Source: an optimization exercise on an open RTL-to-GDS flow (aim: small area). Production flows keep margins and buffers that such runs may drop. RTL that was checked went through simulation tests only; none was proved equivalent to the original. Function not checked in run 7: the RTL went through the layout flow alone. No activity file was given, so power comes from the tool's default toggle rates. The clock port is modelled as an ideal driver; clocking choices that lean on that would not hold on a real chip.

===== design/flow/flow/run.sh =====
#!/bin/bash
# Own layout flow: the standard flow (standard.sh) with a clock tree
# built without dummy loads, small port buffers and power recovery
# (down-sizing of gates off the critical paths) after global routing.
set -euo pipefail
export CTS_ARGS="-sink_clustering_enable -repair_clock_nets -dont_use_dummy_load -sink_clustering_size 30 -sink_clustering_max_diameter 100 -buf_list sky130_fd_sc_hd__clkbuf_16"
export BUFFER_PORTS_ARGS="-buffer_cell sky130_fd_sc_hd__buf_1"
export RECOVER_POWER=100
bash standard.sh > standard.log 2>&1

===== design/flow/standard.sh =====
#!/bin/bash
# synth_recipe.tcl (not shown) runs the flow's synth.tcl, then flattens the netlist and writes it again
# the make line also repeats each setting of config.mk as NAME=value (left out here)
make -C /OpenROAD-flow-scripts/flow DESIGN_CONFIG=/design/flow/config.mk WORK_HOME=/design/flow/orfs CLKGATE_MAP_FILE= SYNTH_SCRIPT=/design/flow/synth_recipe.tcl "${@:-finish}"

===== design/flow/config.mk =====
export PLATFORM = sky130hd
export DESIGN_NAME = Hough
export DESIGN_NICKNAME = Hough
export VERILOG_FILES = /design/flow/design.v
export SDC_FILE = /design/flow/constraint.sdc
export NUM_CORES = 8
export LEC_CHECK = 0
export CAP_MARGIN = 20
export CORE_MARGIN = 2
export CORE_UTILIZATION = 30
export CTS_BUF_LIST = sky130_fd_sc_hd__clkbuf_16
export CTS_CLUSTER_DIAMETER = 100
export CTS_CLUSTER_SIZE = 30
export SLEW_MARGIN = 20
export SYNTH_HIERARCHICAL = 1

===== design/flow/constraint.sdc =====
create_clock -name core_clock -period 10.0 [get_ports {Clk}]
set_input_delay 2.0000 -clock core_clock [delete_from_list [all_inputs] [get_ports {Clk}]]
set_output_delay 2.0000 -clock core_clock [all_outputs]
set_load 0.01 [all_outputs]

===== design/flow/design.v =====
module Hough(
	input wire			nReset,
	input wire			Clk,
	input wire 	[7:0]	PixelIn,
	input wire			FrameIn,
	input wire			LineIn,
	output reg	[7:0]	PixelOut,
	output reg			FrameOut,
	output reg			LineOut
);
	localparam N = 105;
	reg [6*N-1:0] line;
	always @(posedge Clk)
		line <= {line[6*N-7:0], PixelIn[7:2]};
	reg [5:0] Wm1;
	reg [7:0] ri;
	reg [7:0] Hm1;
	always @(posedge Clk or negedge nReset) begin
		if (!nReset)
			ri <= 8'd254;
		else if (FrameIn)
			ri <= 8'd0;
		else if (LineIn)
			ri <= ri + 8'd1;
	end
	always @(posedge Clk)
		if (FrameIn) Hm1 <= ri;
	wire [4:0] a = Wm1[5:1];
	wire       b = Wm1[0];
	wire [24:1] sel;
	wire [5:0]  M1, M2;
	genvar g, k;
	generate
		for (g = 1; g <= 24; g = g + 1) begin : dec
			assign sel[g] = (a == g);
		end
		for (k = 0; k < 6; k = k + 1) begin : tap
			wire [24:1] d1, d2;
			for (g = 1; g <= 24; g = g + 1) begin : pos
				assign d1[g] = line[6*(100-2*g) + k];
				assign d2[g] = line[6*(98-4*g) + k];
			end
			Select24 s1 (.d(d1), .s(sel), .y(M1[k]));
			Select24 s2 (.d(d2), .s(sel), .y(M2[k]));
		end
	endgenerate
	reg  [5:0] Q1, P1, P2, Q2a, Q2b, S1, S2;
	wire [5:0] X1 = b ? M1 : Q1;	 
	wire [5:0] X2 = b ? M2 : Q2b;	 
	always @(posedge Clk) begin
		Q1  <= M1;
		P1  <= X1;
		P2  <= P1;	 
		Q2a <= M2;
		Q2b <= Q2a;
		S1  <= X2;	 
		S2  <= S1;	 
	end
	wire [5:0] p0 = line[6*104 +: 6];	 
	wire [5:0] p2 = line[6*102 +: 6];	 
	wire [5:0] dv;
	reg  [5:0] ve;
	reg  [4:0] vd;
	always @(posedge Clk) begin
		ve <= dv;
		vd <= ve[5:1];
	end
	wire [7:0] sum;
	EdgeSum es (.p0(p0), .p2(p2), .X1(X1), .P2(P2), .X2(X2), .S2(S2),
		.ve(ve), .vd(vd), .dv(dv), .sum(sum));
	reg       run;
	reg [5:0] co;
	reg [7:0] ro;
	reg       Lc;		 
	reg       Lr;		 
	reg       q;
	wire [5:0] co1 = co + 6'd1;
	wire [7:0] ro1 = ro + 8'd1;
	wire       E = (co1 == Wm1);	 
	wire       F = (ro1 == Hm1);	 
	wire start = !run && (ro == 8'd104);
	always @(posedge Clk or negedge nReset) begin
		if (!nReset) begin
			run <= 1'b0;
			ro  <= 8'd0;
		end else if (!run) begin
			run <= start;
			ro  <= start ? 8'd0 : ro1;
		end else if (Lc)
			ro  <= Lr ? 8'd0 : ro1;
	end
	always @(posedge Clk) begin
		if (!run) begin
			co <= (LineIn || start) ? 6'd0 : co1;
			if (LineIn) Wm1 <= co;
			Lc <= 1'b0;
			Lr <= 1'b0;
		end else begin
			co <= Lc ? 6'd0 : co1;
			Lc <= !Lc && E;
			if (Lc) Lr <= !Lr && F;
		end
	end
	wire mask = Lc | E | Lr | F;
	always @(posedge Clk) begin
		q        <= (ro == {2'b0, co1});
		FrameOut <= (co == 6'd0) && (ro == 8'd0);
		LineOut  <= (co == 6'd0);
		PixelOut <= q ? 8'hFF : (mask ? 8'h00 : sum);
	end
endmodule
module Select24(
	input wire [24:1] d,
	input wire [24:1] s,
	output wire y
);
	assign y = |(d & s);
endmodule
module EdgeSum(
	input wire [5:0] p0, p2,	 
	input wire [5:0] X1, P2,	 
	input wire [5:0] X2, S2,	 
	input wire [5:0] ve,		 
	input wire [4:0] vd,		 
	output wire [5:0] dv,		 
	output wire [7:0] sum
);
	wire n0, s1, c2, n3, s4, c5, n6, s7, c8, n9, s10, c11, n12, s13, c14, n15, s16, c17, x18, x19, x20, x21, x22, k23, n24, s25, c26, n27, s28, c29, n30, s31, c32, n33, s34, c35, n36, s37, c38, n39, s40, c41, x42, x43, x44, x45, x46, x47, n48, s49, c50, n51, s52, c53, n54, s55, c56, n57, s58, c59, n60, s61, c62, n63, s64, c65, x66, x67, x68, x69, x70, k71, n72, s73, c74, n75, s76, c77, n78, s79, c80, n81, s82, c83, n84, s85, c86, n87, s88, c89, x90, x91, x92, x93, x94, x95, s96, c97, s98, c99, s100, c101, s102, c103, s104, c105, s106, s107, c108, s109, c110, s111, c112, s113, c114, s115, c116, s117, c118, s119, c120, s121, c122, s123, c124, s125, c126, s127, c128, s129, c130, s131, c132, s133, c134, s135, c136, s137, c138, s139, c140, s141, c142, s143, c144, s145, c146, s147, c148, s149, c150, s151, c152, s153, c154, s155, c156, s157, c158, s159, c160, s161, c162, s163, c164, s165, c166, s167, c168, s169, c170, s171, c172, s173, c174, s175, c176, s177, c178, x179;
	assign n0 = ~p2[0];
	HA ha1 (.a(p0[0]), .b(n0), .s(s1), .co(c2));
	assign n3 = ~p2[1];
	FA fa1 (.a(p0[1]), .b(n3), .c(c2), .s(s4), .co(c5));
	assign n6 = ~p2[2];
	FA fa2 (.a(p0[2]), .b(n6), .c(c5), .s(s7), .co(c8));
	assign n9 = ~p2[3];
	FA fa3 (.a(p0[3]), .b(n9), .c(c8), .s(s10), .co(c11));
	assign n12 = ~p2[4];
	FA fa4 (.a(p0[4]), .b(n12), .c(c11), .s(s13), .co(c14));
	assign n15 = ~p2[5];
	FA fa5 (.a(p0[5]), .b(n15), .c(c14), .s(s16), .co(c17));
	assign x18 = ~(s4 ^ c17);
	assign x19 = ~(s7 ^ c17);
	assign x20 = ~(s10 ^ c17);
	assign x21 = ~(s13 ^ c17);
	assign x22 = ~(s16 ^ c17);
	assign k23 = c17 & s1;
	assign n24 = ~X1[0];
	HA ha2 (.a(P2[0]), .b(n24), .s(s25), .co(c26));
	assign n27 = ~X1[1];
	FA fa6 (.a(P2[1]), .b(n27), .c(c26), .s(s28), .co(c29));
	assign n30 = ~X1[2];
	FA fa7 (.a(P2[2]), .b(n30), .c(c29), .s(s31), .co(c32));
	assign n33 = ~X1[3];
	FA fa8 (.a(P2[3]), .b(n33), .c(c32), .s(s34), .co(c35));
	assign n36 = ~X1[4];
	FA fa9 (.a(P2[4]), .b(n36), .c(c35), .s(s37), .co(c38));
	assign n39 = ~X1[5];
	FA fa10 (.a(P2[5]), .b(n39), .c(c38), .s(s40), .co(c41));
	assign x42 = ~(s25 ^ c41);
	assign x43 = ~(s28 ^ c41);
	assign x44 = ~(s31 ^ c41);
	assign x45 = ~(s34 ^ c41);
	assign x46 = ~(s37 ^ c41);
	assign x47 = ~(s40 ^ c41);
	assign n48 = ~X2[0];
	HA ha3 (.a(S2[0]), .b(n48), .s(s49), .co(c50));
	assign n51 = ~X2[1];
	FA fa11 (.a(S2[1]), .b(n51), .c(c50), .s(s52), .co(c53));
	assign n54 = ~X2[2];
	FA fa12 (.a(S2[2]), .b(n54), .c(c53), .s(s55), .co(c56));
	assign n57 = ~X2[3];
	FA fa13 (.a(S2[3]), .b(n57), .c(c56), .s(s58), .co(c59));
	assign n60 = ~X2[4];
	FA fa14 (.a(S2[4]), .b(n60), .c(c59), .s(s61), .co(c62));
	assign n63 = ~X2[5];
	FA fa15 (.a(S2[5]), .b(n63), .c(c62), .s(s64), .co(c65));
	assign x66 = ~(s52 ^ c65);
	assign x67 = ~(s55 ^ c65);
	assign x68 = ~(s58 ^ c65);
	assign x69 = ~(s61 ^ c65);
	assign x70 = ~(s64 ^ c65);
	assign k71 = c65 & s49;
	assign n72 = ~X2[0];
	HA ha4 (.a(p2[0]), .b(n72), .s(s73), .co(c74));
	assign n75 = ~X2[1];
	FA fa16 (.a(p2[1]), .b(n75), .c(c74), .s(s76), .co(c77));
	assign n78 = ~X2[2];
	FA fa17 (.a(p2[2]), .b(n78), .c(c77), .s(s79), .co(c80));
	assign n81 = ~X2[3];
	FA fa18 (.a(p2[3]), .b(n81), .c(c80), .s(s82), .co(c83));
	assign n84 = ~X2[4];
	FA fa19 (.a(p2[4]), .b(n84), .c(c83), .s(s85), .co(c86));
	assign n87 = ~X2[5];
	FA fa20 (.a(p2[5]), .b(n87), .c(c86), .s(s88), .co(c89));
	assign x90 = ~(s73 ^ c89);
	assign x91 = ~(s76 ^ c89);
	assign x92 = ~(s79 ^ c89);
	assign x93 = ~(s82 ^ c89);
	assign x94 = ~(s85 ^ c89);
	assign x95 = ~(s88 ^ c89);
	HA ha5 (.a(x90), .b(c89), .s(s96), .co(c97));
	HA ha6 (.a(x91), .b(c97), .s(s98), .co(c99));
	HA ha7 (.a(x92), .b(c99), .s(s100), .co(c101));
	HA ha8 (.a(x93), .b(c101), .s(s102), .co(c103));
	HA ha9 (.a(x94), .b(c103), .s(s104), .co(c105));
	assign s106 = x95 ^ c105;
	FA fa21 (.a(x18), .b(k23), .c(x42), .s(s107), .co(c108));
	HA ha10 (.a(c41), .b(x66), .s(s109), .co(c110));
	FA fa22 (.a(x19), .b(x43), .c(x67), .s(s111), .co(c112));
	HA ha11 (.a(x20), .b(x44), .s(s113), .co(c114));
	HA ha12 (.a(x21), .b(x45), .s(s115), .co(c116));
	HA ha13 (.a(x22), .b(x46), .s(s117), .co(c118));
	FA fa23 (.a(k71), .b(s98), .c(ve[0]), .s(s119), .co(c120));
	FA fa24 (.a(s100), .b(ve[1]), .c(vd[1]), .s(s121), .co(c122));
	HA ha14 (.a(c108), .b(c110), .s(s123), .co(c124));
	FA fa25 (.a(x68), .b(s102), .c(ve[2]), .s(s125), .co(c126));
	FA fa26 (.a(vd[2]), .b(c112), .c(s113), .s(s127), .co(c128));
	FA fa27 (.a(x69), .b(s104), .c(ve[3]), .s(s129), .co(c130));
	FA fa28 (.a(vd[3]), .b(c114), .c(s115), .s(s131), .co(c132));
	FA fa29 (.a(x70), .b(s106), .c(ve[4]), .s(s133), .co(c134));
	FA fa30 (.a(vd[4]), .b(c116), .c(s117), .s(s135), .co(c136));
	HA ha15 (.a(x47), .b(ve[5]), .s(s137), .co(c138));
	HA ha16 (.a(vd[0]), .b(s107), .s(s139), .co(c140));
	FA fa31 (.a(s111), .b(c120), .c(s121), .s(s141), .co(c142));
	FA fa32 (.a(c122), .b(c124), .c(s125), .s(s143), .co(c144));
	FA fa33 (.a(c126), .b(c128), .c(s129), .s(s145), .co(c146));
	FA fa34 (.a(c130), .b(c132), .c(s133), .s(s147), .co(c148));
	FA fa35 (.a(c118), .b(c134), .c(c136), .s(s149), .co(c150));
	HA ha17 (.a(s109), .b(s119), .s(s151), .co(c152));
	FA fa36 (.a(s123), .b(c140), .c(s141), .s(s153), .co(c154));
	FA fa37 (.a(s127), .b(c142), .c(s143), .s(s155), .co(c156));
	FA fa38 (.a(s131), .b(c144), .c(s145), .s(s157), .co(c158));
	FA fa39 (.a(s135), .b(c146), .c(s147), .s(s159), .co(c160));
	FA fa40 (.a(s137), .b(c148), .c(s149), .s(s161), .co(c162));
	HA ha18 (.a(c138), .b(c150), .s(s163), .co(c164));
	HA ha19 (.a(s139), .b(s151), .s(s165), .co(c166));
	FA fa41 (.a(c152), .b(s153), .c(c166), .s(s167), .co(c168));
	FA fa42 (.a(c154), .b(s155), .c(c168), .s(s169), .co(c170));
	FA fa43 (.a(c156), .b(s157), .c(c170), .s(s171), .co(c172));
	FA fa44 (.a(c158), .b(s159), .c(c172), .s(s173), .co(c174));
	FA fa45 (.a(c160), .b(s161), .c(c174), .s(s175), .co(c176));
	FA fa46 (.a(c162), .b(s163), .c(c176), .s(s177), .co(c178));
	assign x179 = c164 ^ c178;
	assign dv = {s106, s104, s102, s100, s98, s96};
	assign sum = {x179, s177, s175, s173, s171, s169, s167, s165};
endmodule
module FA(input wire a, input wire b, input wire c, output wire s, output wire co);
	assign s = a ^ b ^ c;
	assign co = (a & b) | (a & c) | (b & c);
endmodule
module HA(input wire a, input wire b, output wire s, output wire co);
	assign s = a ^ b;
	assign co = a & b;
endmodule

==> flow_metrics.env, run 1 <==
export IMPL_status="failed layout checks"
export IMPL_so_faults="max-capacitance violations, max-slew violations"
export IMPL_layout_commonest_cell="dfxtp_1"
export IMPL_tightest_slew_ps=2410
export IMPL_layout_nets=1422
export IMPL_yosys_warnings=7
export IMPL_cts_buffers=28
export IMPL_worst_setup_path_start_kind="register"
export IMPL_cts_setup_buffers=0
export IMPL_ys_async_sr_fraction_pct=2.32
export IMPL_clk_pin_slew_ps=110
export IMPL_cts_buffer_depth=3
export IMPL_holdPathEnd="line[533]"
export IMPL_ys_ff_latch=733
export IMPL_p_total_mw=4.67
export IMPL_routed_top_layer="met4"
export IMPL_hold_class="reg2reg"
export IMPL_drv_slew=10
export IMPL_row_count=93
export IMPL_peakVddDrop_v=0.000128
export IMPL_dp_hpwl_mm=24.1
export IMPL_cp_slowest_cell="or3b_2"
export IMPL_vias=9395
export IMPL_postLayoutSetupSlackWorst_ps=415
export IMPL_synth_nets=1356
export IMPL_wirelength_mm=34.6
export IMPL_die_area_mm2=0.0668
export IMPL_holdWs_ps=306
export IMPL_start_util_pct=30.2
export IMPL_port_buffers=19
export IMPL_reg2reg_depth=28
export IMPL_cpMostUsedCell="fa_1"
export IMPL_slowest_delay_ps=560
export IMPL_drcViolationCount=0
export IMPL_fin_tns_setup_ps=0
export IMPL_area_growth_syn_to_layout_pct=9.98
export IMPL_fmaxAchievable_ghz=0.104
export IMPL_drtIter0Drc=681
export IMPL_syn_cell_area_mm2=0.0194
export IMPL_holdBufCountCts=0
export IMPL_pre_cts_slack_ps=489
export IMPL_grt_use_total_pct=10.3
export IMPL_finalSetupViolCount=0
export IMPL_final_cell_mix="dfxtp_1, a22oi_1, fa_1, nor2_1, xnor2_1"
export IMPL_power_density_mw_per_mm2=219
export IMPL_fin_crit_sh_pct=95.9
export IMPL_met1_length_mm=16.0
export IMPL_grt_pass1_wl_mm=53.6
export IMPL_postRouteAntennaNets=0
export IMPL_rsz0062_at_grt="false"
export IMPL_critPathRequiredTime_ps=10500
export IMPL_n_antenna_cell=0
export IMPL_synthCells=1274
export IMPL_wl_per_cell_um=15.8
export IMPL_clkLatencyLatePin_ps=590
export IMPL_p_leak_nw=8.33
export IMPL_min_period_ps=9590
export IMPL_crit_type="reg2reg"
export IMPL_crit_reg2reg_launch="Wm1[4]"
export IMPL_finalHoldViolCount=0
export IMPL_synth_distinct_cells=57
export IMPL_firstDrtPassIters=5
export IMPL_antenna_found_initial=0
export IMPL_viasPerCell=4.28
export IMPL_maxCapViolCount=1
export IMPL_r2r_end="PixelOut[7]"
export IMPL_ys_seq_area_share_pct=76.8
export IMPL_wl_met2_mm=15.1
export IMPL_coreArea_mm2=0.0642
export IMPL_wl_met3_mm=2.13
export IMPL_max_slew_margin_pct=-65.0
export IMPL_die_x_um=258
export IMPL_fin_worst_skew_ps=48.3
export IMPL_cts_htree_levels=1
export IMPL_synth_area_per_cell_um2=15.2
export IMPL_cts_tree="built"
export IMPL_hold_depth=0
export IMPL_cts_repair_resize_count=0
export IMPL_die_y_um=258
export IMPL_ios=22
export IMPL_crit_arrival_ps=10080
export IMPL_r2r_slack_ps=410
export IMPL_cp_end_kind="register"
export IMPL_grt_overflow=0
export IMPL_synth_edf_count=14
export IMPL_root_buffer="clkbuf_16"
export IMPL_grt_pass1_vias=9609
export IMPL_grt_max_degree=31
export IMPL_place_congestion=0.856
export IMPL_synth_flop_cell="dfxtp_1"
export IMPL_cts_sinks=733
export IMPL_drive_gt1_share_pct=6.58
export IMPL_hold_path_startpoint="line[527]"
export IMPL_path_max_fanout=7
-- where the power goes --
part	internal (mW)	switching, mW	total (mW)
Combinational	0.137	0.161	0.298
Clock	0.504	0.797	1.30
Sequential	3.03	0.0373	3.07
Total	3.67	0.996	4.67
-- area by class of cell --
type	count	area, µm²
Sequential cell	733	14900
Clock buffer	28	701
Inverter	29	109
Fill cell	6239	42900
Tap cell	855	1070
Timing Repair Buffer	64	390
Multi-Input combinational cell	484	4170
-- Yosys stat by module, one instance, submodules excluded --
module | times used | area, µm²
EdgeSum | 1 | 427
HA | 19 | 12.5
Select24 | 12 | 120
Hough | 1 | 16400
FA | 46 | 20.0
-- state kept, by name, indices dropped and copies added (netlist names), 8 cells and up --
signal and flops:
line 630, PixelOut 8, ro 8, ri 8, Hm1 8
-- kinds of logic after synthesis --
logic type / share of synthesized area (%)
compound gates: 7.46
xor+xnor: 2.53
fa+ha+maj: 6.29
buf+inv: 1.62
flops: 76.8
mux: 0.806
simple gates: 4.51
-- critical path: cells and delay by family (launching register included) --
kind	cells	cell delay, ps
AND/OR/NAND/NOR	5	1400
buffers and inverters	3	740
AO/OA/AOI/OAI	2	370
adder cells (fa/ha/maj)	16	6110
flip-flops	1	500
multiplexers	1	190
XOR/XNOR	1	170
-- cell usage after synthesis, drive strengths merged (5+ instances only) --
cell,n,area (µm²)
a21oi,6,30.0
mux2,13,146
ha,24,300
a22oi,144,1140
xor2,10,87.6
o31ai,8,60.1
dfxtp,702,14100
or3,15,93.8
clkbuf,7,47.5
nor2,43,161
dfrtp,10,250
o21ai,9,45.0
and3,5,31.3
nand4,39,259
xnor2,41,359
inv,28,105
nor3,5,25.0
buf,21,158
and2,5,31.3
edfxtp,14,420
dfstp,7,184
fa,46,921
nand2,22,82.6
-- metrics by stage --
step / instances / utilization [%] / cell area (µm²)
2_1_floorplan: 1274 / - / 19400
3_3_place_gp: 2165 / 32.2 / 20700
3_5_place_dp: 2165 / 32.2 / 20700
4_1_cts: 2193 / 33.3 / 21400
5_1_grt: 2193 / 33.2 / 21400
6_report: 2193 / 33.2 / 21400
-- worst max-delay path by stage --
stage	slack [ps]	start	to	cells after the start
CTS	430	Wm1[4]	PixelOut[7]	29
global placement	500	Wm1[4]	PixelOut[7]	29
detailed placement	490	Wm1[4]	PixelOut[7]	29
global route	100	Wm1[4]	PixelOut[7]	29
finish	410	Wm1[4]	PixelOut[7]	28
floorplan	570	Wm1[3]	PixelOut[7]	31
-- metal layers --
metal  track usage [%]  vias to the layer above
met2              15.9                      286
met3              1.62                       87
li1                  -                     4479
met5                 0                        -
met1              14.3                     4543
met4              4.00                        0
==> inputs of run 2 (changes only) <==
==> design/flow/flow/run.sh (replaced) <==
#!/bin/bash
# Own layout flow: the standard flow (standard.sh) with a clock tree
# built without dummy loads and small port buffers

set -euo pipefail
export CTS_ARGS="-sink_clustering_enable -repair_clock_nets -dont_use_dummy_load -sink_clustering_size 30 -sink_clustering_max_diameter 100 -buf_list sky130_fd_sc_hd__clkbuf_16"
export BUFFER_PORTS_ARGS="-buffer_cell sky130_fd_sc_hd__buf_1"
bash standard.sh > standard.log 2>&1
==> run 2 against run 1 <==
  * Largest power group unchanged
  * The run now finishes clean
  * First-iteration DRC count rose by 6.0%
  * Die area is the same
  * Hold slack improved by 1.6 ps
  * Utilization is 0.062 points higher
  * Critical path type unchanged
  * Sequential power about the same
  * Wire length about the same
  * Count of clock-buffer cells in the layout did not move
  * Fmax grew 0.42%
  * Total power hardly changed
  * Final cell count is essentially flat
  * Clock power barely moved
  * Register-to-register slack better by 40 ps
==> flow_metrics.env, run 2 <==
export IMPL_peakVddDrop_v=0.000129
export IMPL_clkLatencyLatePin_ps=590
export IMPL_met1_length_mm=16.1
export IMPL_synth_distinct_cells=57
export IMPL_yosysMostFrequentCell="dfxtp_1"
export IMPL_cpMostUsedCell="fa_1"
export IMPL_worst_setup_path_start_kind="register"
export IMPL_row_count=93
export IMPL_switching_share_pct=21.4
export IMPL_drtIter0Drc=722
export IMPL_p_clk_share_pct=27.9
export IMPL_fin_worst_skew_ps=48.1
export IMPL_grt_pass1_wl_mm=53.6
export IMPL_power_density_mw_per_mm2=218
export IMPL_cts_buffer_depth=3
export IMPL_p_leak_nw=8.34
export IMPL_ys_seq_area_share_pct=76.8
export IMPL_wl_per_cell_um=15.8
export IMPL_crit_buf_inv=2
export IMPL_postLayoutSetupSlackWorst_ps=455
export IMPL_drcViolationCount=0
export IMPL_maxCapViolCount=0
export IMPL_grt_overflow=0
export IMPL_path_max_fanout=7
export IMPL_postRouteAntennaNets=0
export IMPL_combinationalPowerShare_pct=6.4
export IMPL_root_buffer="clkbuf_16"
export IMPL_crit_reg2reg_launch="Wm1[4]"
export IMPL_finalHoldViolCount=0
export IMPL_yosys_warnings=7
export IMPL_cts_repair_resize_count=0
export IMPL_drv_slew=0
export IMPL_hold_class="reg2reg"
export IMPL_sequentialPowerShare_pct=65.7
export IMPL_ys_ff_latch=733
export IMPL_dp_hpwl_mm=24.1
export IMPL_fin_tns_setup_ps=0
export IMPL_internal_power_mw=3.67
export IMPL_synthTopCellsByCount="dfxtp_1, a22oi_1, fa_1, nor2_1, xnor2_1"
export IMPL_hold_depth=0
export IMPL_max_slew_margin_pct=36.6
export IMPL_clk_pin_slew_ps=120
export IMPL_hold_path_startpoint="line[600]"
export IMPL_rsz0062_at_grt="false"
export IMPL_grt_max_degree=31
export IMPL_r2r_end="PixelOut[7]"
export IMPL_switchingPower_uw=998
export IMPL_ys_async_sr_fraction_pct=2.32
export IMPL_layout_nets=1422
export IMPL_wl_met2_mm=15.2
export IMPL_wirelength_mm=34.6
export IMPL_crit_type="reg2reg"
export IMPL_cp_slowest_cell="or3b_2"
export IMPL_yosys_area_top_type="dfxtp_1"
export IMPL_layout_commonest_cell="dfxtp_1"
export IMPL_firstDrtPassIters=5
export IMPL_slowest_delay_ps=560
export IMPL_antenna_found_initial=0
export IMPL_cts_setup_buffers=0
export IMPL_ys_top_cells_by_area="dfxtp_1, a22oi_1, fa_1"
export IMPL_min_period_ps=9550
export IMPL_critPathRequiredTime_ps=10500
export IMPL_crit_arrival_ps=10050
export IMPL_cp_top_family="adder cells"
export IMPL_tightest_slew_ps=950
export IMPL_r2r_slack_ps=450
export IMPL_holdBufCountCts=0
export IMPL_grt_use_total_pct=10.3
export IMPL_top_register="line"
export IMPL_pre_cts_slack_ps=489
export IMPL_place_congestion=0.856
export IMPL_synth_top_cell_area_share_pct=72.4
export IMPL_wl_met3_mm=1.95
export IMPL_cp_end_kind="register"
export IMPL_cts_sinks=733
export IMPL_largest_reg_flops=630
export IMPL_finalSetupViolCount=0
export IMPL_synthCells=1274
export IMPL_die_y_um=258
export IMPL_fill_cells=6230
export IMPL_fin_crit_sh_pct=95.5
export IMPL_coreArea_mm2=0.0642
export IMPL_syn_cell_area_mm2=0.0194
export IMPL_synth_flop_cell="dfxtp_1"
export IMPL_ios=22
export IMPL_drive_gt1_share_pct=8.37
export IMPL_cts_tree="built"
export IMPL_vias=9381
export IMPL_cts_htree_levels=1
export IMPL_status="no timing/DRC/antenna violations"
export IMPL_fmaxAchievable_ghz=0.105
export IMPL_start_util_pct=30.2
export IMPL_final_cell_mix="dfxtp_1, a22oi_1, fa_1, buf_4, nor2_1"
export IMPL_synth_area_per_cell_um2=15.2
export IMPL_area_growth_syn_to_layout_pct=10.2
export IMPL_synth_nets=1356
export IMPL_port_buffers=19
export IMPL_viasPerCell=4.28
export IMPL_grt_pass1_vias=9609
export IMPL_cts_buffers=28
export IMPL_holdPathEnd="line[606]"
export IMPL_die_area_mm2=0.0668
export IMPL_routed_top_layer="met4"
export IMPL_synth_edf_count=14
export IMPL_reg2reg_depth=29
export IMPL_die_x_um=258
run 2: changes by cell type in the layout (fill, tap and decap cells not counted), moves of 5 or more:
cell	change
buf_4	+5
clkbuf_1	-8
dfstp_1	-7
dfstp_2	+7
mux2_1	-10
mux2_2	+10
run 2: logic make-up (layout without fill, tap and decap cells):
logic type | after synthesis | in the layout | share of synthesized area (%)
AOI/OAI and AO/OA | 185 | 185 | 7.46
xor gates and xnor gates | 53 | 53 | 2.53
and+or+nand+nor | 162 | 162 | 4.51
muxes | 14 | 14 | 0.806
adders and majority gates | 70 | 70 | 6.29
DFF | 733 | 733 | 76.8
other | 0 | 1 | 0
buffers and inverters | 57 | 121 | 1.62
run 2: through the flow:
stage / power (mW) / hold WS, ps / instances / area (µm²) / utilization (%)
6_report: 4.67 / 308 / 2194 / 21400 / 33.3
5_1_grt: 4.88 / 317 / 2193 / 21400 / 33.3
4_1_cts: 4.73 / 306 / 2193 / 21400 / 33.3
3_5_place_dp: 3.45 / 312 / 2165 / 20700 / 32.2
3_3_place_gp: 3.44 / 310 / 2165 / 20700 / 32.2
2_1_floorplan: 3.42 / 310 / 1274 / 19400 / -
run 2: power groups by stage:
stage | clock network (mW) | registers (mW) | logic, mW
after global placement | 0 | 3.13 | 0.309
after CTS | 1.35 | 3.07 | 0.313
after global routing | 1.45 | 3.08 | 0.352
after floorplan | 0 | 3.13 | 0.294
after detailed placement | 0 | 3.14 | 0.311
final | 1.30 | 3.07 | 0.300
run 2: per-layer routing:
layer  GRT usage (%)  vias up
met5               0        -
met4            4.00        0
met3            1.62       86
met2            15.9      271
met1            14.3     4548
li1                -     4476
run 2: Yosys stat by module (local to each module, per instance):
module,flops+latches,cells inside,copies in the design,area (µm²)
HA,0,1,19,12.5
Select24,0,16,12,120
Hough,733,956,1,16400
EdgeSum,0,61,1,427
FA,0,1,46,20.0
run 2: how the worst max path moves through the flow:
stage / slack (ps) / to / cells after the start / from
finish: 450 / PixelOut[7] / 29 / Wm1[4]
global route: 100 / PixelOut[7] / 29 / Wm1[4]
CTS: 430 / PixelOut[7] / 29 / Wm1[4]
detailed placement: 490 / PixelOut[7] / 29 / Wm1[4]
global placement: 500 / PixelOut[7] / 29 / Wm1[4]
floorplan: 570 / PixelOut[7] / 31 / Wm1[3]
run 2: area by class of cell:
class	count	area, µm²	share of cell area (%)
Antenna cell	1	2.50	0.0117
Clock buffer	28	701	3.28
Inverter	29	109	0.509
Multi-Input combinational cell	484	4190	19.6
Sequential cell	733	14900	69.7
Tap cell	855	1070	5.00
Timing Repair Buffer	64	409	1.91
==> inputs of run 3 (changes only) <==
==> design/flow/run.sh (new file) <==
#!/bin/bash
# synth_recipe.tcl (not shown) runs the flow's synth.tcl, then flattens the netlist and writes it again
# the make line also repeats each setting of config.mk as NAME=value (left out here)
make -C /OpenROAD-flow-scripts/flow DESIGN_CONFIG=/design/flow/config.mk WORK_HOME=/design/flow/orfs CLKGATE_MAP_FILE= SYNTH_SCRIPT=/design/flow/synth_recipe.tcl finish
--- a/design/flow/config.mk
+++ b/design/flow/config.mk
@@ -6,5 +6,5 @@
 export NUM_CORES = 8
 export LEC_CHECK = 0
-export CAP_MARGIN = 20
+export CAP_MARGIN = 10
 export CORE_MARGIN = 2
 export CORE_UTILIZATION = 30
@@ -12,4 +12,4 @@
 export CTS_CLUSTER_DIAMETER = 100
 export CTS_CLUSTER_SIZE = 30
-export SLEW_MARGIN = 20
+export SLEW_MARGIN = 10
 export SYNTH_HIERARCHICAL = 1
removed: design/flow/flow/run.sh
removed: design/flow/standard.sh
==> run 3 against run 2 <==
  * Sequential share of layout area is 0.54 points lower
  * Non-clock buffer count stayed put
  * Clock power hardly changed
  * Wire length hardly changed
  * Fmax is 0.64% higher
  * Largest cell class unchanged
==> flow_metrics.env, run 3 <==
export IMPL_status="no timing/DRC/antenna violations"
export IMPL_cts_buffer_depth=3
export IMPL_drv_slew=0
export IMPL_syn_cell_area_mm2=0.0194
export IMPL_row_count=93
export IMPL_critPathRequiredTime_ps=10510
export IMPL_cts_setup_buffers=0
export IMPL_grt_use_total_pct=10.2
export IMPL_yosys_warnings=7
export IMPL_ys_async_sr_fraction_pct=2.32
export IMPL_synth_top_cell_area_share_pct=72.4
export IMPL_firstDrtPassIters=5
export IMPL_antenna_found_initial=1
export IMPL_finalHoldViolCount=0
export IMPL_hold_class="reg2reg"
export IMPL_r2r_end="PixelOut[7]"
export IMPL_slowest_delay_ps=560
export IMPL_clkLatencyLatePin_ps=590
export IMPL_hold_depth=0
export IMPL_wl_per_cell_um=15.7
export IMPL_reg2reg_depth=29
export IMPL_clk_pin_slew_ps=110
export IMPL_cts_buffers=28
export IMPL_p_total_mw=4.72
export IMPL_area_growth_syn_to_layout_pct=11.0
export IMPL_fin_worst_skew_ps=13.4
export IMPL_power_density_mw_per_mm2=219
export IMPL_grt_pass1_wl_mm=53.7
export IMPL_yosys_area_top_type="dfxtp_1"
export IMPL_start_util_pct=30.2
export IMPL_maxCapViolCount=0
export IMPL_grt_pass1_vias=9547
export IMPL_cts_repair_resize_count=0
export IMPL_largest_reg_flops=630
export IMPL_p_leak_nw=8.42
export IMPL_crit_buf_inv=2
export IMPL_ys_ff_latch=733
export IMPL_cts_sinks=733
export IMPL_crit_arrival_ps=10000
export IMPL_finalSetupViolCount=0
export IMPL_holdBufCountCts=0
export IMPL_cts_tree="built"
export IMPL_hold_path_startpoint="line[525]"
export IMPL_root_buffer="clkbuf_16"
export IMPL_grt_max_degree=32
export IMPL_rsz0062_at_grt="false"
export IMPL_worst_setup_path_start_kind="register"
export IMPL_ios=22
export IMPL_path_max_fanout=7
export IMPL_ys_top_cells_by_area="dfxtp_1, a22oi_1, fa_1"
export IMPL_fin_crit_sh_pct=94.8
export IMPL_cts_htree_levels=1
export IMPL_coreArea_mm2=0.0642
export IMPL_layout_cells_non_filler=2199
export IMPL_top_register="line"
export IMPL_place_congestion=0.820
export IMPL_dp_hpwl_mm=24.0
export IMPL_grt_overflow=0
export IMPL_drtIter0Drc=765
export IMPL_cp_end_kind="register"
export IMPL_synth_edf_count=14
export IMPL_synth_area_per_cell_um2=15.2
export IMPL_r2r_slack_ps=520
export IMPL_placedCellCount=2165
export IMPL_die_x_um=258
export IMPL_holdPathEnd="line[531]"
export IMPL_postRouteAntennaNets=0
export IMPL_fin_tns_setup_ps=0
export IMPL_peakVddDrop_v=0.000120
export IMPL_holdWs_ps=329
export IMPL_cp_top_family="adder cells"
export IMPL_crit_reg2reg_launch="Wm1[4]"
export IMPL_fmaxAchievable_ghz=0.105
export IMPL_final_cell_mix="dfxtp_1, a22oi_1, fa_1, buf_4, nor2_1"
export IMPL_yosysMostFrequentCell="dfxtp_1"
export IMPL_postPlaceCellArea_mm2=0.0208
export IMPL_crit_type="reg2reg"
export IMPL_min_period_ps=9480
export IMPL_cpMostUsedCell="fa_1"
export IMPL_synthCells=1274
export IMPL_layout_commonest_cell="dfxtp_1"
export IMPL_synth_nets=1356
export IMPL_tightest_slew_ps=808
export IMPL_viasPerCell=4.24
export IMPL_vias=9324
export IMPL_n_antenna_cell=0
export IMPL_wirelength_mm=34.6
export IMPL_cp_slowest_cell="or3b_2"
export IMPL_synth_distinct_cells=57
export IMPL_fin_area_mm2=0.0216
export IMPL_die_y_um=258
export IMPL_die_area_mm2=0.0668
export IMPL_port_buffers=19
export IMPL_synthTopCellsByCount="dfxtp_1, a22oi_1, fa_1, nor2_1, xnor2_1"
export IMPL_ys_seq_area_share_pct=76.8
export IMPL_drive_gt1_share_pct=8.56
export IMPL_drcViolationCount=0
export IMPL_synth_flop_cell="dfxtp_1"
export IMPL_max_slew_margin_pct=46.0
export IMPL_layout_nets=1422
-- run 3: cell families (layout without fill, tap and decap cells) --
logic type | count (synthesis) | after routing | synth area share (%)
flops | 733 | 733 | 76.8
xor+xnor | 53 | 53 | 2.53
fa+ha+maj | 70 | 70 | 6.29
simple gates | 162 | 162 | 4.51
compound gates | 185 | 185 | 7.46
mux | 14 | 14 | 0.806
buf+inv | 57 | 127 | 1.62
-- run 3: report_power, final --
group / internal [mW] / switching, mW / leakage, nW
clock network: 0.514 / 0.819 / 0.375
logic: 0.157 / 0.160 / 1.92
registers: 3.03 / 0.0376 / 6.12
total: 3.70 / 1.02 / 8.42
-- run 3: area by class of cell --
class                           count  area, µm²
Tap cell                          855       1070
Sequential cell                   733      14900
Clock inverter                      6       51.3
Clock buffer                       28        701
Fill cell                        6203      42700
Multi-Input combinational cell    484       4190
Inverter                           29        109
Timing Repair Buffer               64        528
-- run 3: how the worst max path moves through the flow --
stage           start           to  slack (ps)  depth (start not counted)
2_1_floorplan  Wm1[3]  PixelOut[7]         570                         31
3_3_place_gp   Wm1[4]  PixelOut[7]         510                         29
3_5_place_dp   Wm1[4]  PixelOut[7]         530                         29
4_1_cts        Wm1[4]  PixelOut[7]         460                         29
5_1_grt        Wm1[4]  PixelOut[7]          70                         29
6_report       Wm1[4]  PixelOut[7]         520                         29
-- run 3: stage by stage --
step / setup slack (ps) / utilization, %
4_1_cts: 460 / 33.6
2_1_floorplan: 570 / -
5_1_grt: 70.3 / 33.6
6_report: 516 / 33.6
3_3_place_gp: 511 / 32.4
3_5_place_dp: 533 / 32.4
-- run 3: layer usage --
metal	share of wire, %	wire (µm)	vias to the layer above	global-route usage, %
met1	48	16500	4547	14.4
met5	0	0	-	0
met4	2.8	983	0	3.29
met3	4.9	1690	63	1.54
li1	-	-	4472	-
met2	45	15400	242	16.2
-- run 3: per-module statistics from Yosys, one instance, submodules excluded --
module	cells inside	cell area (µm²)
Hough	956	16400
Select24	16	120
FA	1	20.0
EdgeSum	61	427
HA	1	12.5
==> inputs of run 4 (changes only) <==
--- a/design/flow/config.mk
+++ b/design/flow/config.mk
@@ -6,5 +6,5 @@
 export NUM_CORES = 8
 export LEC_CHECK = 0
-export CAP_MARGIN = 10
+export CAP_MARGIN = 0
 export CORE_MARGIN = 2
 export CORE_UTILIZATION = 30
@@ -12,4 +12,4 @@
 export CTS_CLUSTER_DIAMETER = 100
 export CTS_CLUSTER_SIZE = 30
-export SLEW_MARGIN = 10
+export SLEW_MARGIN = 0
 export SYNTH_HIERARCHICAL = 1
==> run 4 against run 3 <==
  * Synthesized cell count stayed put
  * Total power stayed put
  * Non-clock buffer count stayed put
  * Setup slack stayed put
  * Critical endpoint unchanged
  * Utilization stayed put
  * Clock power hardly changed
  * Largest cell class unchanged
  * Still clean
  * Combinational power hardly changed
  * Global-route usage stayed put
  * Wire length stayed put
  * Sequential power hardly changed
  * Via count stayed put
==> flow_metrics.env, run 4 <==
export IMPL_ys_seq_area_share_pct=76.8
export IMPL_layout_commonest_cell="dfxtp_1"
export IMPL_fin_tns_setup_ps=0
export IMPL_yosys_area_top_type="dfxtp_1"
export IMPL_clkLatencyLatePin_ps=590
export IMPL_vias=9324
export IMPL_dp_hpwl_mm=24.0
export IMPL_max_slew_margin_pct=46.0
export IMPL_grt_use_total_pct=10.2
export IMPL_start_util_pct=30.2
export IMPL_cts_buffer_depth=3
export IMPL_ios=22
export IMPL_worst_setup_path_start_kind="register"
export IMPL_synthCells=1274
export IMPL_hold_path_startpoint="line[525]"
export IMPL_fin_crit_sh_pct=94.8
export IMPL_drcViolationCount=0
export IMPL_cts_setup_buffers=0
export IMPL_cp_end_kind="register"
export IMPL_largest_reg_flops=630
export IMPL_synth_nets=1356
export IMPL_critPathLaunch="Wm1[4]"
export IMPL_placedCellCount=2165
export IMPL_holdBufCountCts=0
export IMPL_area_growth_syn_to_layout_pct=11.0
export IMPL_syn_cell_area_mm2=0.0194
export IMPL_die_y_um=258
export IMPL_row_count=93
export IMPL_cp_slowest_cell="or3b_2"
export IMPL_port_buffers=19
export IMPL_fin_worst_skew_ps=13.4
export IMPL_grt_pass1_wl_mm=53.7
export IMPL_peakVddDrop_v=0.000120
export IMPL_fmaxAchievable_ghz=0.105
export IMPL_cp_top_family="adder cells"
export IMPL_ys_ff_latch=733
export IMPL_antenna_found_initial=1
export IMPL_crit_reg2reg_launch="Wm1[4]"
export IMPL_path_max_fanout=7
export IMPL_finalHoldViolCount=0
export IMPL_synthTopCellsByCount="dfxtp_1, a22oi_1, fa_1, nor2_1, xnor2_1"
export IMPL_grt_overflow=0
export IMPL_finalSetupViolCount=0
export IMPL_firstDrtPassIters=5
export IMPL_grt_max_degree=32
export IMPL_cts_htree_levels=1
export IMPL_crit_arrival_ps=10000
export IMPL_crit_type="reg2reg"
export IMPL_place_congestion=0.820
export IMPL_yosysMostFrequentCell="dfxtp_1"
export IMPL_cpMostUsedCell="fa_1"
export IMPL_wirelength_mm=34.6
export IMPL_rsz0062_at_grt="false"
export IMPL_postRouteAntennaNets=0
export IMPL_synth_compound_area_share_pct=7.46
export IMPL_die_area_mm2=0.0668
export IMPL_top_register="line"
export IMPL_drv_slew=0
export IMPL_synth_xor_area_share_pct=2.53
export IMPL_viasPerCell=4.24
export IMPL_maxCapViolCount=0
export IMPL_yosys_area_share_simple_pct=4.51
export IMPL_holdWs_ps=329
export IMPL_die_x_um=258
export IMPL_ys_async_sr_fraction_pct=2.32
export IMPL_hold_class="reg2reg"
export IMPL_p_total_mw=4.72
export IMPL_root_buffer="clkbuf_16"
export IMPL_slowest_delay_ps=560
export IMPL_drive_gt1_share_pct=8.56
export IMPL_coreArea_mm2=0.0642
export IMPL_status="no timing/DRC/antenna violations"
export IMPL_grt_pass1_vias=9547
export IMPL_cts_sinks=733
export IMPL_p_leak_nw=8.42
export IMPL_wl_per_cell_um=15.7
export IMPL_muxShareOfSynthArea_pct=0.806
export IMPL_synth_top_cell_area_share_pct=72.4
export IMPL_min_period_ps=9480
export IMPL_critPathRequiredTime_ps=10510
export IMPL_cts_repair_resize_count=0
export IMPL_synth_edf_count=14
export IMPL_synth_flop_cell="dfxtp_1"
export IMPL_synth_area_per_cell_um2=15.2
export IMPL_n_antenna_cell=0
export IMPL_final_util_pct=33.6
export IMPL_layout_cells_non_filler=2199
export IMPL_cts_tree="built"
export IMPL_yosys_warnings=7
export IMPL_ys_top_cells_by_area="dfxtp_1, a22oi_1, fa_1"
export IMPL_synth_top_family_by_area="compound AO/OA/AOI/OAI gates"
export IMPL_power_density_mw_per_mm2=219
export IMPL_crit_buf_inv=2
export IMPL_drtIter0Drc=765
export IMPL_tightest_slew_ps=808
export IMPL_synth_distinct_cells=57
export IMPL_final_cell_mix="dfxtp_1, a22oi_1, fa_1, buf_4, nor2_1"
export IMPL_cts_buffers=28
export IMPL_yosys_area_share_adder_pct=6.29
export IMPL_clk_pin_slew_ps=110
export IMPL_layout_nets=1422
run 4: final timing paths:
path	to	slack [ps]	depth (start not counted)
max in group asynchronous	ro[2]	7640	1
min in group asynchronous	ro[0]	1860	1
max reg2reg	PixelOut[7]	520	29
min reg2reg	line[531]	330	0
max	PixelOut[7]	520	29
min	line[531]	330	0
run 4: per-module statistics from Yosys (local to each module, per instance):
module    times used  cells inside  flops+latches
Select24          12            16              0
FA                46             1              0
EdgeSum            1            61              0
Hough              1           956            733
HA                19             1              0
run 4: metal layers:
| metal | global-route usage [%] | wire length [µm] | part of all wire (%) |
|---|---|---|---|
| met1 | 14.4 | 16500 | 48 |
| met2 | 16.2 | 15400 | 45 |
| met3 | 1.54 | 1690 | 4.9 |
| met4 | 3.29 | 983 | 2.8 |
| met5 | 0 | 0 | 0 |
run 4: final cells by class:
| cell class | count | area, µm² |
|---|---|---|
| clock inverter | 6 | 51.3 |
| tap | 855 | 1070 |
| clock buffer | 28 | 701 |
| inverter | 29 | 109 |
| multi-input combinational | 484 | 4190 |
| sequential | 733 | 14900 |
| fill | 6203 | 42700 |
| timing repair buffer | 64 | 528 |
run 4: stage by stage:
stage / area (µm²) / setup slack, ps
4_1_cts: 21600 / 460
3_3_place_gp: 20800 / 511
6_report: 21600 / 516
5_1_grt: 21600 / 70.3
2_1_floorplan: 19400 / 570
3_5_place_dp: 20800 / 533
run 4: cells by family (layout without fill, tap and decap cells):
kind of cell | Yosys count | in the layout
xor+xnor | 53 | 53
fa+ha+maj | 70 | 70
mux | 14 | 14
buf+inv | 57 | 127
simple gates | 162 | 162
flops | 733 | 733
compound gates | 185 | 185
run 4: power breakdown:
group          switching [mW]  internal (mW)
Combinational           0.160          0.157
Sequential             0.0376           3.03
Clock                   0.819          0.514
==> inputs of run 5 (changes only) <==
--- a/design/flow/config.mk
+++ b/design/flow/config.mk
@@ -12,4 +12,5 @@
 export CTS_CLUSTER_DIAMETER = 100
 export CTS_CLUSTER_SIZE = 30
+export GPL_TIMING_DRIVEN = 0
 export SLEW_MARGIN = 0
 export SYNTH_HIERARCHICAL = 1
==> run 5 against run 4 <==
  * Still clean on timing, DRC and antenna
  * Wire length up 6.5%
  * Via count up 3.1%
  * First-iteration DRC count down 9.9%
  * Hold slack worse by 14 ps
  * Synthesized cell count unchanged
  * Non-clock buffer count up 26
  * Critical path type unchanged
  * Largest power group unchanged
==> flow_metrics.env, run 5 <==
export IMPL_synth_area_per_cell_um2=15.2
export IMPL_final_cell_mix="dfxtp_1, a22oi_1, fa_1, xnor2_1, buf_4"
export IMPL_start_util_pct=30.2
export IMPL_holdBufCountCts=0
export IMPL_synthCells=1274
export IMPL_cts_buffers=28
export IMPL_area_growth_syn_to_layout_pct=13.9
export IMPL_p_leak_nw=8.58
export IMPL_yosys_area_top_type="dfxtp_1"
export IMPL_hold_depth=0
export IMPL_drcViolationCount=0
export IMPL_ys_ff_latch=733
export IMPL_die_area_mm2=0.0668
export IMPL_ys_top_cells_by_area="dfxtp_1, a22oi_1, fa_1"
export IMPL_fin_worst_skew_ps=16.7
export IMPL_cp_end_kind="register"
export IMPL_critPathRequiredTime_ps=10530
export IMPL_postPlaceCellArea_mm2=0.0209
export IMPL_hold_class="reg2reg"
export IMPL_r2r_slack_ps=350
export IMPL_maxCapViolCount=0
export IMPL_synth_nets=1356
export IMPL_max_slew_margin_pct=46.8
export IMPL_top_register="line"
export IMPL_synthTopCellsByCount="dfxtp_1, a22oi_1, fa_1, nor2_1, xnor2_1"
export IMPL_wirelength_mm=36.9
export IMPL_slowest_delay_ps=570
export IMPL_dp_hpwl_mm=23.7
export IMPL_antenna_found_initial=3
export IMPL_cp_slowest_cell="edfxtp_1"
export IMPL_crit_arrival_ps=10170
export IMPL_fin_area_mm2=0.0221
export IMPL_holdPathEnd="line[205]"
export IMPL_hold_path_startpoint="line[199]"
export IMPL_tightest_slew_ps=795
export IMPL_worst_setup_path_start_kind="register"
export IMPL_fin_crit_sh_pct=96.5
export IMPL_postRouteAntennaNets=0
export IMPL_cts_htree_levels=1
export IMPL_placedCellCount=2161
export IMPL_finalSetupViolCount=0
export IMPL_clk_pin_slew_ps=110
export IMPL_synth_flop_cell="dfxtp_1"
export IMPL_synth_top_cell_area_share_pct=72.4
export IMPL_finalHoldViolCount=0
export IMPL_reg2reg_depth=33
export IMPL_layout_nets=1448
export IMPL_port_buffers=18
export IMPL_place_congestion=0.814
export IMPL_fin_tns_setup_ps=0
export IMPL_n_antenna_cell=0
export IMPL_ios=22
export IMPL_synth_edf_count=14
export IMPL_vias=9609
export IMPL_final_util_pct=34.4
export IMPL_grt_max_degree=32
export IMPL_grt_overflow=0
export IMPL_cts_buffer_depth=3
export IMPL_drive_gt1_share_pct=12.1
export IMPL_crit_reg2reg_launch="Wm1[4]"
export IMPL_status="no timing/DRC/antenna violations"
export IMPL_largest_reg_flops=630
export IMPL_ys_async_sr_fraction_pct=2.32
export IMPL_grt_use_total_pct=10.9
export IMPL_firstDrtPassIters=5
export IMPL_viasPerCell=4.32
export IMPL_synth_distinct_cells=57
export IMPL_grt_pass1_wl_mm=56.1
export IMPL_yosys_warnings=7
export IMPL_peakVddDrop_v=0.000130
export IMPL_crit_type="reg2reg"
export IMPL_wl_per_cell_um=16.6
export IMPL_grt_pass1_vias=9707
export IMPL_row_count=93
export IMPL_drtIter0Drc=689
export IMPL_cts_sinks=733
export IMPL_die_y_um=258
export IMPL_coreArea_mm2=0.0642
export IMPL_fmaxAchievable_ghz=0.104
export IMPL_yosysMostFrequentCell="dfxtp_1"
export IMPL_cts_tree="built"
export IMPL_path_max_fanout=8
export IMPL_min_period_ps=9650
export IMPL_die_x_um=258
export IMPL_drv_slew=0
export IMPL_clkLatencyLatePin_ps=610
export IMPL_r2r_end="PixelOut[7]"
export IMPL_layout_commonest_cell="dfxtp_1"
export IMPL_syn_cell_area_mm2=0.0194
export IMPL_root_buffer="clkbuf_16"
export IMPL_ys_seq_area_share_pct=76.8
export IMPL_layout_cells_non_filler=2223
export IMPL_power_density_mw_per_mm2=218
export IMPL_cpMostUsedCell="fa_1"
-- run 5: cell counts after synthesis --
No cell type changed its count.
-- run 5: final cells by class --
cell class                      instances  area, µm²
Fill cell                            6168      42100
Sequential cell                       733      14900
Multi-Input combinational cell        484       4380
Tap cell                              855       1070
Clock buffer                           28        701
Timing Repair Buffer                   63        694
Buffer                                 27        201
Inverter                               29        109
Clock inverter                          4       43.8
-- run 5: power by group --
part           internal (mW)  switching (mW)  leakage (nW)  total, mW
Combinational          0.221           0.182          2.08      0.404
Sequential              3.03          0.0357          6.12       3.07
Clock                  0.514           0.827         0.372       1.34
-- run 5: worst max-delay path by stage --
stage | start | to | slack [ps]
finish | Wm1[4] | PixelOut[7] | 350
floorplan | Wm1[3] | PixelOut[7] | 570
global placement | Wm1[3] | PixelOut[7] | -800
CTS | Wm1[5] | PixelOut[7] | 40
global route | Wm1[4] | PixelOut[7] | -4
detailed placement | Wm1[3] | PixelOut[7] | -710
-- run 5: timing repair --
action | 4_1_cts | 5_1_grt
resized for setup | 18 | 14
setup buffers | 13 | 18
pin swaps | 6 | 7
endpoints found under the setup margin | 3 | 2
-- run 5: worst max-delay path, delay by kind of cell, from the launching register on --
family	cells	cell delay, ps
AO/OA/AOI/OAI	2	260
AND/OR/NAND/NOR	5	850
multiplexers	1	170
adder cells (fa/ha/maj)	18	6650
XOR/XNOR	2	300
flip-flops	1	570
buffers and inverters	5	760
-- run 5: per-module statistics from Yosys (local to each module, per instance) --
module,times used,flip-flops and latches
Hough,1,733
Select24,12,0
EdgeSum,1,0
HA,19,0
FA,46,0
-- run 5: kinds of logic after synthesis --
kind of cell,share of synthesized area (%)
flops,76.8
mux,0.806
fa+ha+maj,6.29
compound gates,7.46
simple gates,4.51
xor+xnor,2.53
buf+inv,1.62
-- run 5: metal layers --
metal	track usage, %	share of wire (%)
met5	0	0.068
met1	14.2	45
met4	4.40	3.4
met3	2.30	5.6
met2	17.5	46
-- run 5: metrics by stage --
step / hold slack, ps / worst slack, ps / total power, mW
after CTS: 313 / 41.6 / 4.86
after floorplan: 310 / 570 / 3.42
after global placement: 310 / -804 / 3.53
after detailed placement: 312 / -706 / 3.54
after global routing: 325 / -4.39 / 5.02
final: 315 / 353 / 4.81
==> inputs of run 6 (changes only) <==
--- a/design/flow/config.mk
+++ b/design/flow/config.mk
@@ -6,5 +6,5 @@
 export NUM_CORES = 8
 export LEC_CHECK = 0
-export CAP_MARGIN = 0
+export CAP_MARGIN = 20
 export CORE_MARGIN = 2
 export CORE_UTILIZATION = 30
@@ -12,5 +12,4 @@
 export CTS_CLUSTER_DIAMETER = 100
 export CTS_CLUSTER_SIZE = 30
-export GPL_TIMING_DRIVEN = 0
-export SLEW_MARGIN = 0
+export SLEW_MARGIN = 20
 export SYNTH_HIERARCHICAL = 1
==> run 6 against run 5 <==
  * Still clean on timing, DRC and antenna
  * Wire length down 6.1%
  * Clock skew down 3.3 ps
  * Combinational power down 22%
  * Count of clock-buffer cells in the layout unchanged
  * Final cell count down 1.1%
  * Total power down 1.9%
  * Synthesized cell count unchanged
  * Critical endpoint unchanged
  * Largest cell class unchanged
  * Largest power group unchanged
  * Highest routed layer is now met4
==> flow_metrics.env, run 6 <==
export IMPL_synth_distinct_cells=57
export IMPL_p_total_mw=4.72
export IMPL_ys_seq_area_share_pct=76.8
export IMPL_grt_overflow=0
export IMPL_drtIter0Drc=765
export IMPL_drive_gt1_share_pct=8.56
export IMPL_cpMostUsedCell="fa_1"
export IMPL_yosys_area_top_type="dfxtp_1"
export IMPL_ys_ff_latch=733
export IMPL_synth_flop_cell="dfxtp_1"
export IMPL_cts_buffer_depth=3
export IMPL_ys_top_cells_by_area="dfxtp_1, a22oi_1, fa_1"
export IMPL_cts_tree="built"
export IMPL_yosys_warnings=7
export IMPL_start_util_pct=30.2
export IMPL_die_y_um=258
export IMPL_max_slew_margin_pct=46.0
export IMPL_synth_top_cell_area_share_pct=72.4
export IMPL_clk_pin_slew_ps=110
export IMPL_peakVddDrop_v=0.000120
export IMPL_place_congestion=0.820
export IMPL_status="no timing/DRC/antenna violations"
export IMPL_worst_setup_path_start_kind="register"
export IMPL_area_growth_syn_to_layout_pct=11.0
export IMPL_syn_cell_area_mm2=0.0194
export IMPL_r2r_slack_ps=520
export IMPL_cts_repair_resize_count=0
export IMPL_clkLatencyLatePin_ps=590
export IMPL_reg2reg_depth=29
export IMPL_coreArea_mm2=0.0642
export IMPL_fin_tns_setup_ps=0
export IMPL_wirelength_mm=34.6
export IMPL_antenna_found_initial=1
export IMPL_cts_setup_buffers=0
export IMPL_root_buffer="clkbuf_16"
export IMPL_grt_pass1_wl_mm=53.7
export IMPL_die_area_mm2=0.0668
export IMPL_drcViolationCount=0
export IMPL_fill_cells=6203
export IMPL_p_leak_nw=8.42
export IMPL_cp_end_kind="register"
export IMPL_drv_slew=0
export IMPL_vias=9324
export IMPL_finalSetupViolCount=0
export IMPL_cts_htree_levels=1
export IMPL_finalHoldViolCount=0
export IMPL_yosysMostFrequentCell="dfxtp_1"
export IMPL_crit_type="reg2reg"
export IMPL_grt_pass1_vias=9547
export IMPL_postRouteAntennaNets=0
export IMPL_grt_use_total_pct=10.2
export IMPL_wl_per_cell_um=15.7
export IMPL_ios=22
export IMPL_viasPerCell=4.24
export IMPL_cp_slowest_cell="or3b_2"
export IMPL_path_max_fanout=7
export IMPL_top_register="line"
export IMPL_critPathRequiredTime_ps=10510
export IMPL_min_period_ps=9480
export IMPL_synth_nets=1356
export IMPL_holdBufCountCts=0
export IMPL_slowest_delay_ps=560
export IMPL_tightest_slew_ps=808
export IMPL_synthCells=1274
export IMPL_die_x_um=258
export IMPL_fin_crit_sh_pct=94.8
export IMPL_n_antenna_cell=0
export IMPL_cts_buffers=28
export IMPL_layout_commonest_cell="dfxtp_1"
export IMPL_hold_depth=0
export IMPL_synth_edf_count=14
export IMPL_firstDrtPassIters=5
export IMPL_synth_area_per_cell_um2=15.2
export IMPL_largest_reg_flops=630
export IMPL_maxCapViolCount=0
export IMPL_row_count=93
export IMPL_synthTopCellsByCount="dfxtp_1, a22oi_1, fa_1, nor2_1, xnor2_1"
export IMPL_fmaxAchievable_ghz=0.105
export IMPL_ys_async_sr_fraction_pct=2.32
export IMPL_final_util_pct=33.6
export IMPL_grt_max_degree=32
export IMPL_layout_nets=1422
export IMPL_hold_class="reg2reg"
export IMPL_rsz0062_at_grt="false"
export IMPL_final_cell_mix="dfxtp_1, a22oi_1, fa_1, buf_4, nor2_1"
export IMPL_fin_worst_skew_ps=13.4
export IMPL_crit_arrival_ps=10000
export IMPL_cts_sinks=733
export IMPL_power_density_mw_per_mm2=219
export IMPL_dp_hpwl_mm=24.0
export IMPL_port_buffers=19
## run 6: layout make-up
type | count | area [µm²] | share of cell area, %
Sequential cell | 733 | 14900 | 69.1
Multi-Input combinational cell | 484 | 4190 | 19.4
Tap cell | 855 | 1070 | 4.96
Clock buffer | 28 | 701 | 3.25
Timing Repair Buffer | 64 | 528 | 2.45
Inverter | 29 | 109 | 0.505
Clock inverter | 6 | 51.3 | 0.238
## run 6: report_power, final
group          internal (mW)  total [mW]  leakage, nW  switching [mW]
registers               3.03        3.07         6.12          0.0376
clock network          0.514        1.33        0.375           0.819
logic                  0.157       0.317         1.92           0.160
## run 6: final timing paths
| kind | startpoint | to |
|---|---|---|
| max in group asynchronous | nReset | ro[2] |
| max reg2reg | Wm1[4] | PixelOut[7] |
| min in group asynchronous | nReset | ro[0] |
| min reg2reg | line[525] | line[531] |
| max | Wm1[4] | PixelOut[7] |
| min | line[525] | line[531] |
## run 6: Yosys stat by module, one instance, submodules excluded
| module | cells | times used | cell area [µm²] | flops+latches |
|---|---|---|---|---|
| EdgeSum | 61 | 1 | 427 | 0 |
| HA | 1 | 19 | 12.5 | 0 |
| Select24 | 16 | 12 | 120 | 0 |
| FA | 1 | 46 | 20.0 | 0 |
| Hough | 956 | 1 | 16400 | 733 |
## run 6: cell families (layout without fill, tap and decap cells)
logic type | count (synthesis) | after routing | share of synthesized area [%]
flip-flops | 733 | 733 | 76.8
AO/OA/AOI/OAI | 185 | 185 | 7.46
AND/OR/NAND/NOR | 162 | 162 | 4.51
adder cells (fa/ha/maj) | 70 | 70 | 6.29
buffers and inverters | 57 | 127 | 1.62
XOR/XNOR | 53 | 53 | 2.53
multiplexers | 14 | 14 | 0.806
## run 6: metrics by stage
stage	instance area [µm²]	hold slack (ps)	worst slack, ps	instances
final	21600	329	516	2199
after global routing	21600	331	70.3	2199
after CTS	21600	325	460	2199
after detailed placement	20800	312	533	2165
after global placement	20800	310	511	2165
after floorplan	19400	310	570	1274
## run 6: layer usage
metal,routed length [µm],GRT usage [%],vias up,part of all wire (%)
li1,-,-,4472,-
met3,1690,1.54,63,4.9
met4,983,3.29,0,2.8
met5,0,0,-,0
met1,16500,14.4,4547,48
met2,15400,16.2,242,45
## run 6: worst max-delay path: cells and delay by family, from the launching register on
| family | cells | cell delay [ps] |
|---|---|---|
| and+or+nand+nor | 5 | 1270 |
| DFF | 1 | 510 |
| AOI/OAI and AO/OA | 2 | 350 |
| adders and majority gates | 18 | 6680 |
| buffers and inverters | 2 | 250 |
| muxes | 1 | 170 |
| xor gates and xnor gates | 1 | 160 |
==> inputs of run 7 (changes only) <==
--- a/design/flow/design.v
+++ b/design/flow/design.v
@@ -28,11 +28,10 @@
 	wire [4:0] a = Wm1[5:1];
 	wire       b = Wm1[0];
-	wire [24:1] sel;
+	wire [24:1] sel1, sel2;
 	wire [5:0]  M1, M2;
+	Decode24 dec1 (.a(a), .s(sel1));
+	Decode24 dec2 (.a(a), .s(sel2));
 	genvar g, k;
 	generate
-		for (g = 1; g <= 24; g = g + 1) begin : dec
-			assign sel[g] = (a == g);
-		end
 		for (k = 0; k < 6; k = k + 1) begin : tap
 			wire [24:1] d1, d2;
@@ -41,6 +40,6 @@
 				assign d2[g] = line[6*(98-4*g) + k];
 			end
-			Select24 s1 (.d(d1), .s(sel), .y(M1[k]));
-			Select24 s2 (.d(d2), .s(sel), .y(M2[k]));
+			Select24 s1 (.d(d1), .s(sel1), .y(M1[k]));
+			Select24 s2 (.d(d2), .s(sel2), .y(M2[k]));
 		end
 	endgenerate
@@ -109,4 +108,15 @@
 		PixelOut <= q ? 8'hFF : (mask ? 8'h00 : sum);
 	end
+endmodule
+module Decode24(
+	input wire [4:0] a,
+	output wire [24:1] s
+);
+	genvar g;
+	generate
+		for (g = 1; g <= 24; g = g + 1) begin : dec
+			assign s[g] = (a == g);
+		end
+	endgenerate
 endmodule
 module Select24(
==> run 7 against run 6 <==
  * First-iteration DRC count increased by 27%
  * Global-route usage increased by 1.1 points
  * Highest routed layer unchanged
  * Total power increased by 0.35%
  * Largest power group unchanged
  * Hold slack worse by 37 ps
  * Clock power about the same
  * Count of clock-buffer cells in the layout did not move
  * Flip-flop and latch count unchanged
  * Via count up 4.6%
  * Still clean
==> flow_metrics.env, run 7 <==
export IMPL_status="no timing/DRC/antenna violations"
export IMPL_synth_nets=1393
export IMPL_ys_seq_area_share_pct=75.7
export IMPL_grt_max_degree=32
export IMPL_multi_input_area_mm2=0.00439
export IMPL_synth_flop_cell="dfxtp_1"
export IMPL_met1_usage_pct=15.8
export IMPL_use_met3_pct=2.53
export IMPL_postRouteAntennaNets=0
export IMPL_cts_buffer_depth=3
export IMPL_fin_tns_setup_ps=0
export IMPL_die_x_um=260
export IMPL_r2r_end="PixelOut[7]"
export IMPL_ys_ff_latch=733
export IMPL_cpMostUsedCell="fa_1"
export IMPL_port_buffers=19
export IMPL_area_growth_syn_to_layout_pct=10.9
export IMPL_power_density_mw_per_mm2=217
export IMPL_vias=9751
export IMPL_place_congestion=0.918
export IMPL_cts_repair_resize_count=0
export IMPL_fin_crit_sh_pct=95.4
export IMPL_layout_commonest_cell="dfxtp_1"
export IMPL_antenna_found_initial=1
export IMPL_wl_per_cell_um=17.2
export IMPL_synth_top_cell_area_share_pct=71.4
export IMPL_drv_slew=0
export IMPL_max_slew_margin_pct=45.6
export IMPL_cts_tree="built"
export IMPL_synth_area_per_cell_um2=15.0
export IMPL_die_y_um=260
export IMPL_start_util_pct=30.4
export IMPL_maxCapViolCount=0
export IMPL_die_area_mm2=0.0677
export IMPL_coreArea_mm2=0.0647
export IMPL_critPathRequiredTime_ps=10500
export IMPL_tightest_slew_ps=813
export IMPL_use_met2_pct=17.4
export IMPL_critPathCapture="PixelOut[7]"
export IMPL_grt_pass1_wl_mm=58.7
export IMPL_fin_worst_skew_ps=58.6
export IMPL_synth_distinct_cells=59
export IMPL_yosys_warnings=7
export IMPL_register_area_mm2=0.0149
export IMPL_firstDrtPassIters=5
export IMPL_final_util_pct=33.8
export IMPL_r2r_slack_ps=460
export IMPL_cp_end_kind="register"
export IMPL_grt_use_total_pct=11.4
export IMPL_rsz0062_at_grt="false"
export IMPL_top_register="line"
export IMPL_fmaxAchievable_ghz=0.105
export IMPL_fin_area_mm2=0.0218
export IMPL_viasPerCell=4.36
export IMPL_dp_hpwl_mm=27.4
export IMPL_grt_pass1_vias=9775
export IMPL_postPlaceCellArea_mm2=0.0211
export IMPL_min_period_ps=9540
export IMPL_drcViolationCount=0
export IMPL_fill_cells=6284
export IMPL_finalSetupViolCount=0
export IMPL_drtIter0Drc=973
export IMPL_synthTopCellsByCount="dfxtp_1, a22oi_1, nor2_1, fa_1, xnor2_1"
export IMPL_clkLatencyLatePin_ps=630
export IMPL_syn_cell_area_mm2=0.0197
export IMPL_hold_class="reg2reg"
export IMPL_p_leak_nw=8.56
export IMPL_busiest_layer="met2"
export IMPL_synthCells=1311
export IMPL_final_cell_mix="dfxtp_1, a22oi_1, nor2_1, buf_4, fa_1"
export IMPL_largest_reg_flops=630
export IMPL_root_buffer="clkbuf_16"
export IMPL_cts_buffers=28
export IMPL_critPathLaunch="Wm1[2]"
export IMPL_wirelength_mm=38.5
export IMPL_crit_arrival_ps=10050
export IMPL_ys_top_cells_by_area="dfxtp_1, a22oi_1, fa_1"
export IMPL_finalHoldViolCount=0
export IMPL_row_count=93
export IMPL_worst_setup_path_start_kind="register"
export IMPL_synth_edf_count=14
export IMPL_peakVddDrop_v=0.000151
export IMPL_clk_pin_slew_ps=120
export IMPL_grt_overflow=0
export IMPL_holdBufCountCts=0
export IMPL_yosys_area_top_type="dfxtp_1"
export IMPL_ios=22
export IMPL_crit_reg2reg_launch="Wm1[2]"
export IMPL_cts_sinks=733
export IMPL_cp_slowest_cell="edfxtp_1"
export IMPL_cts_setup_buffers=0
export IMPL_slowest_delay_ps=560
export IMPL_reg2reg_depth=28
export IMPL_yosysMostFrequentCell="dfxtp_1"
export IMPL_crit_type="reg2reg"
export IMPL_cts_htree_levels=1
export IMPL_p_total_mw=4.73
export IMPL_drive_gt1_share_pct=9.14
export IMPL_holdWs_ps=292
export IMPL_layout_nets=1456
export IMPL_path_max_fanout=10
export IMPL_ys_async_sr_fraction_pct=2.32
run 7: cell count changes in the layout (fill, tap and decap cells not counted), sizes merged, moves of 4 or more:
cell,change
nor2,+19
xor2,+4
o31ai,-6
nand3,+5
a21o,+8
buf,+11
or3b,+4
nand2,-8
nor4,+7
run 7: kinds of logic after synthesis:
kind of cell / Yosys count / share of synthesized area [%]
adder cells (fa/ha/maj): 70 / 6.20
multiplexers: 13 / 0.737
buffers and inverters: 66 / 2.03
AO/OA/AOI/OAI: 180 / 6.98
AND/OR/NAND/NOR: 190 / 5.51
flip-flops: 733 / 75.7
XOR/XNOR: 59 / 2.86
run 7: Yosys stat by module (local to each module, per instance):
module / cell area, µm² / cells inside / times used
Decode24: 219 / 41 / 2
EdgeSum: 427 / 61 / 1
FA: 20.0 / 1 / 46
HA: 12.5 / 1 / 19
Hough: 16200 / 911 / 1
Select24: 120 / 16 / 12
run 7: critical path, delay by kind of cell (launching register included):
kind                     cells  cell delay [ps]
adder cells (fa/ha/maj)     18             6790
AND/OR/NAND/NOR              4             1200
flip-flops                   1              560
XOR/XNOR                     2              350
AO/OA/AOI/OAI                2              330
multiplexers                 1              190
buffers and inverters        1               60
run 7: final cells by class:
class,instances,area share [%]
repair buffers,75,2.80
flip-flops and latches,733,68.3
diodes,2,0.0229
clock buffers,28,3.21
inverters,24,0.412
clock inverters,7,0.315
multi-input cells,512,20.1
well taps,855,4.90
run 7: layer usage:
layer / part of all wire [%] / routed length (µm)
met4: 3.5 / 1340
met3: 7.4 / 2870
met2: 43 / 16600
met1: 46 / 17700
met5: 0 / 0
run 7: where the power goes:
| part | internal (mW) | switching, mW |
|---|---|---|
| Sequential | 3.03 | 0.0406 |
| Combinational | 0.165 | 0.152 |
| Clock | 0.518 | 0.828 |
run 7: worst min-delay path by stage:
| stage | from | endpoint | slack, ps | cells after the start |
|---|---|---|---|---|
| finish | line[419] | line[425] | 290 | 0 |
| floorplan | P1[0] | P2[0] | 310 | 0 |
| detailed placement | line[94] | line[100] | 310 | 0 |
| global route | line[419] | line[425] | 310 | 0 |
| global placement | P1[2] | P2[2] | 310 | 0 |
| CTS | line[419] | line[425] | 290 | 0 |
run 7: per-stage QoR:
step	worst slack, ps	cells
floorplan	749	1311
global placement	597	2199
detailed placement	520	2199
CTS	503	2234
global route	131	2234
finish	455	2236

Setup slack of run 7, layout unchanged: 0.455 ns with ideal ports, 0.455 ns with driving cells assumed (clock clkbuf_16, inputs buf_2), 0.455 ns with port delays also shifted by the 0.661 ns mid clock arrival.
